Context: an optimization exercise on an open-source flow, tuned for small area and a short achievable clock period. The choices shown serve that exercise and are no tape-out recipe.
In this exercise RTL edits were held to simulation tests only and were not proved equivalent to the original.
Power is estimated from default activity; no workload was simulated.

==> flow/design.v (excerpt) <==
module npu (
    input               clk,
    input               reset,
    input               cov,
    input  [23:0]       data,
    input  [23:0]       wt,
    output logic [71:0] mmu_out,
    output logic [15:0] conv_out,
    output logic        conv_fin
);
export LEC_CHECK = 0
export CAP_MARGIN = 20
export CORE_MARGIN = 2
export CORE_UTILIZATION = 40
export CTS_CLUSTER_DIAMETER = 100
export CTS_CLUSTER_SIZE = 20
export PLACE_DENSITY = 0.6
export SETUP_SLACK_MARGIN = 3.3
export SLEW_MARGIN = 20
export TNS_END_PERCENT = 3
create_clock -name core_clock -period 5.5 [get_ports {clk}]
standard.sh (not shown) runs the stock make flow with config.mk's settings and CLKGATE_MAP_FILE= SYNTH_SCRIPT=/design/flow/synth_recipe.tcl, a recipe that flattens the netlist after the stock synthesis.
==> flow/flow/run.sh <==
#!/bin/bash
# Own flow: the standard layout (standard.sh, all steps, standard synthesis),
# with one change: the port buffers that global placement inserts on every input
# and output are buf_2 cells instead of the resizer's default pick (a 0.5 ns delay
# buffer). The whole make output goes to standard.log in this folder; ORFS keeps
# each step's own log under orfs/logs/.
set -euo pipefail
export BUFFER_PORTS_ARGS="-buffer_cell sky130_fd_sc_hd__buf_2"
bash standard.sh > standard.log 2>&1
Edit:
==> flow/run.sh (new file) <==
#!/bin/bash
# synth_recipe.tcl (not shown) runs the flow's synth.tcl, then flattens the netlist and writes it again
# the make line also repeats each setting of config.mk as NAME=value (left out here)
make -C /OpenROAD-flow-scripts/flow DESIGN_CONFIG=/design/flow/config.mk WORK_HOME=/design/flow/orfs CLKGATE_MAP_FILE= SYNTH_SCRIPT=/design/flow/synth_recipe.tcl finish
--- a/flow/config.mk
+++ b/flow/config.mk
@@ -9,8 +9,5 @@
 export CORE_MARGIN = 2
 export CORE_UTILIZATION = 40
-export CTS_CLUSTER_DIAMETER = 100
-export CTS_CLUSTER_SIZE = 20
 export PLACE_DENSITY = 0.6
-export SETUP_SLACK_MARGIN = 3.3
+export SETUP_SLACK_MARGIN = 2.2
 export SLEW_MARGIN = 20
-export TNS_END_PERCENT = 3
removed: flow/flow/run.sh
removed: flow/standard.sh
Result: The new run went through all stages and came out clean; total power climbs by about a fifth; global-route usage is higher by 0.27 points; die area stays the same; utilization came out higher by 0.80 points; critical path depth came out higher by 2; routed wire length went up slightly.
Edit:
==> flow/flow/run.sh (new file) <==
#!/bin/bash
# Own flow: the standard layout (standard.sh, all steps, standard synthesis),
# with one change: the port buffers that global placement inserts on every input
# and output are buf_2 cells instead of the resizer's default pick (a 0.5 ns delay
# buffer). The whole make output goes to standard.log in this folder; ORFS keeps
# each step's own log under orfs/logs/.
set -euo pipefail
export BUFFER_PORTS_ARGS="-buffer_cell sky130_fd_sc_hd__buf_2"
bash standard.sh > standard.log 2>&1
==> flow/standard.sh (new file) <==
#!/bin/bash
# synth_recipe.tcl (not shown) runs the flow's synth.tcl, then flattens the netlist and writes it again
# the make line also repeats each setting of config.mk as NAME=value (left out here)
make -C /OpenROAD-flow-scripts/flow DESIGN_CONFIG=/design/flow/config.mk WORK_HOME=/design/flow/orfs CLKGATE_MAP_FILE= SYNTH_SCRIPT=/design/flow/synth_recipe.tcl "${@:-finish}"
--- a/flow/config.mk
+++ b/flow/config.mk
@@ -8,6 +8,9 @@
 export CAP_MARGIN = 20
 export CORE_MARGIN = 2
-export CORE_UTILIZATION = 40
-export PLACE_DENSITY = 0.6
-export SETUP_SLACK_MARGIN = 2.2
+export CORE_UTILIZATION = 50
+export CTS_CLUSTER_DIAMETER = 100
+export CTS_CLUSTER_SIZE = 20
+export PLACE_DENSITY = 0.7
+export SETUP_SLACK_MARGIN = 3.0
 export SLEW_MARGIN = 20
+export TNS_END_PERCENT = 5
removed: flow/run.sh
What happened: Maximum frequency rises by a few percent; setup slack gets better by 0.10 ns; total power went down by about a fifth; count of clock-buffer cells in the layout went down by 37.
Edit:
--- a/flow/config.mk
+++ b/flow/config.mk
@@ -8,8 +8,8 @@
 export CAP_MARGIN = 20
 export CORE_MARGIN = 2
-export CORE_UTILIZATION = 50
-export CTS_CLUSTER_DIAMETER = 100
-export CTS_CLUSTER_SIZE = 20
-export PLACE_DENSITY = 0.7
+export CORE_UTILIZATION = 40
+export CTS_CLUSTER_DIAMETER = 120
+export CTS_CLUSTER_SIZE = 30
+export PLACE_DENSITY = 0.6
 export SETUP_SLACK_MARGIN = 3.0
 export SLEW_MARGIN = 20
After rerunning:
- The changed run completed without violations
- global-route usage falls by 4.0 points
- non-clock buffer count rises by 11
- synthesized cell count does not change
- total power falls by 3.2%
- final cell count rises by 4.9%
- final area hardly moves

* * *

Starting RTL as in the previous note.
Settings: LEC_CHECK=0, CAP_MARGIN=20, CORE_MARGIN=2, CORE_UTILIZATION=40, CTS_CLUSTER_DIAMETER=100, CTS_CLUSTER_SIZE=24, PLACE_DENSITY=0.6, SETUP_SLACK_MARGIN=3.0, SLEW_MARGIN=20, TNS_END_PERCENT=5; clock period 5.5 ns.
run.sh (not shown) runs the stock make flow with config.mk's settings and CLKGATE_MAP_FILE= SYNTH_SCRIPT=/design/flow/synth_recipe.tcl, a recipe that flattens the netlist after the stock synthesis.
Stock flow here: none of the scripts above is used.
The starting point produced a clean layout.
Change:
Settings changed: CORE_UTILIZATION 40 to 60, CTS_CLUSTER_DIAMETER 100 to not set, CTS_CLUSTER_SIZE 24 to not set, PLACE_DENSITY 0.6 to 0.75.
Effect: Sequential cell count is unchanged. Hold slack hardly moves. Setup slack degrades by 0.015 ns. Via count came out higher by 4.8%. Cell count came out lower by 6.5%. Cell area came out higher by 2.0%. Power came out higher by 15%. Wire length came out higher by 5.3%. First-iteration DRC count came out higher by 26%. Clock-buffer cell count came out higher by 36.
Change:
Settings changed: CORE_UTILIZATION 60 to 40, PLACE_DENSITY 0.75 to 0.6, SETUP_SLACK_MARGIN 3.0 to 2.8, TNS_END_PERCENT 5 to 1.
Effect: Design area shrinks by 2.2%; register-to-register slack hardly moves; final cell count grows by 7.0%; combinational power shrinks by 6.1%.

-- static timing again, ports no longer ideal --
The flow's constraints put no driver on any port. The routed layouts listed below were extracted and timed again, unchanged, in two steps.
Step 1 assumes that a clkbuf_16 drives the clock port and a buf_2 every other input.
Step 2, shift: input delay + t, output delay - t, t = (earliest + latest rising clock arrival at the registers) / 2. This alone moves slack from input paths to output paths.
Slacks: ideal / step 1 / step 2; pairs: ideal / step 1.
run	t (ns)	setup slack, ns	hold WS [ns]	worst setup path after step 2
the first run of note 1	0.638	2.383 / 2.383 / 1.923	0.326 / 0.326 / 0.326	input to register
the second run of note 1	0.671	2.253 / 2.253 / 1.659	0.325 / 0.325 / 0.325	input to register
the third run of note 1	0.642	2.357 / 2.357 / 1.795	0.321 / 0.321 / 0.321	input to register
the fourth run of note 1	0.673	2.382 / 2.382 / 1.883	0.337 / 0.337 / 0.337	input to register
the first run of note 2	0.645	2.404 / 2.404 / 1.951	0.328 / 0.328 / 0.328	input to register
the second run of note 2	0.669	2.390 / 2.390 / 1.866	0.327 / 0.327 / 0.327	input to register
the third run of note 2	0.674	2.344 / 2.370 / 1.696	0.325 / 0.325 / 0.325	input to register
After both steps every run listed still meets setup and hold. For the third run of note 2, which loses most, drivers alone change the setup slack by +0.026 ns; drivers and shift together by -0.648 ns.
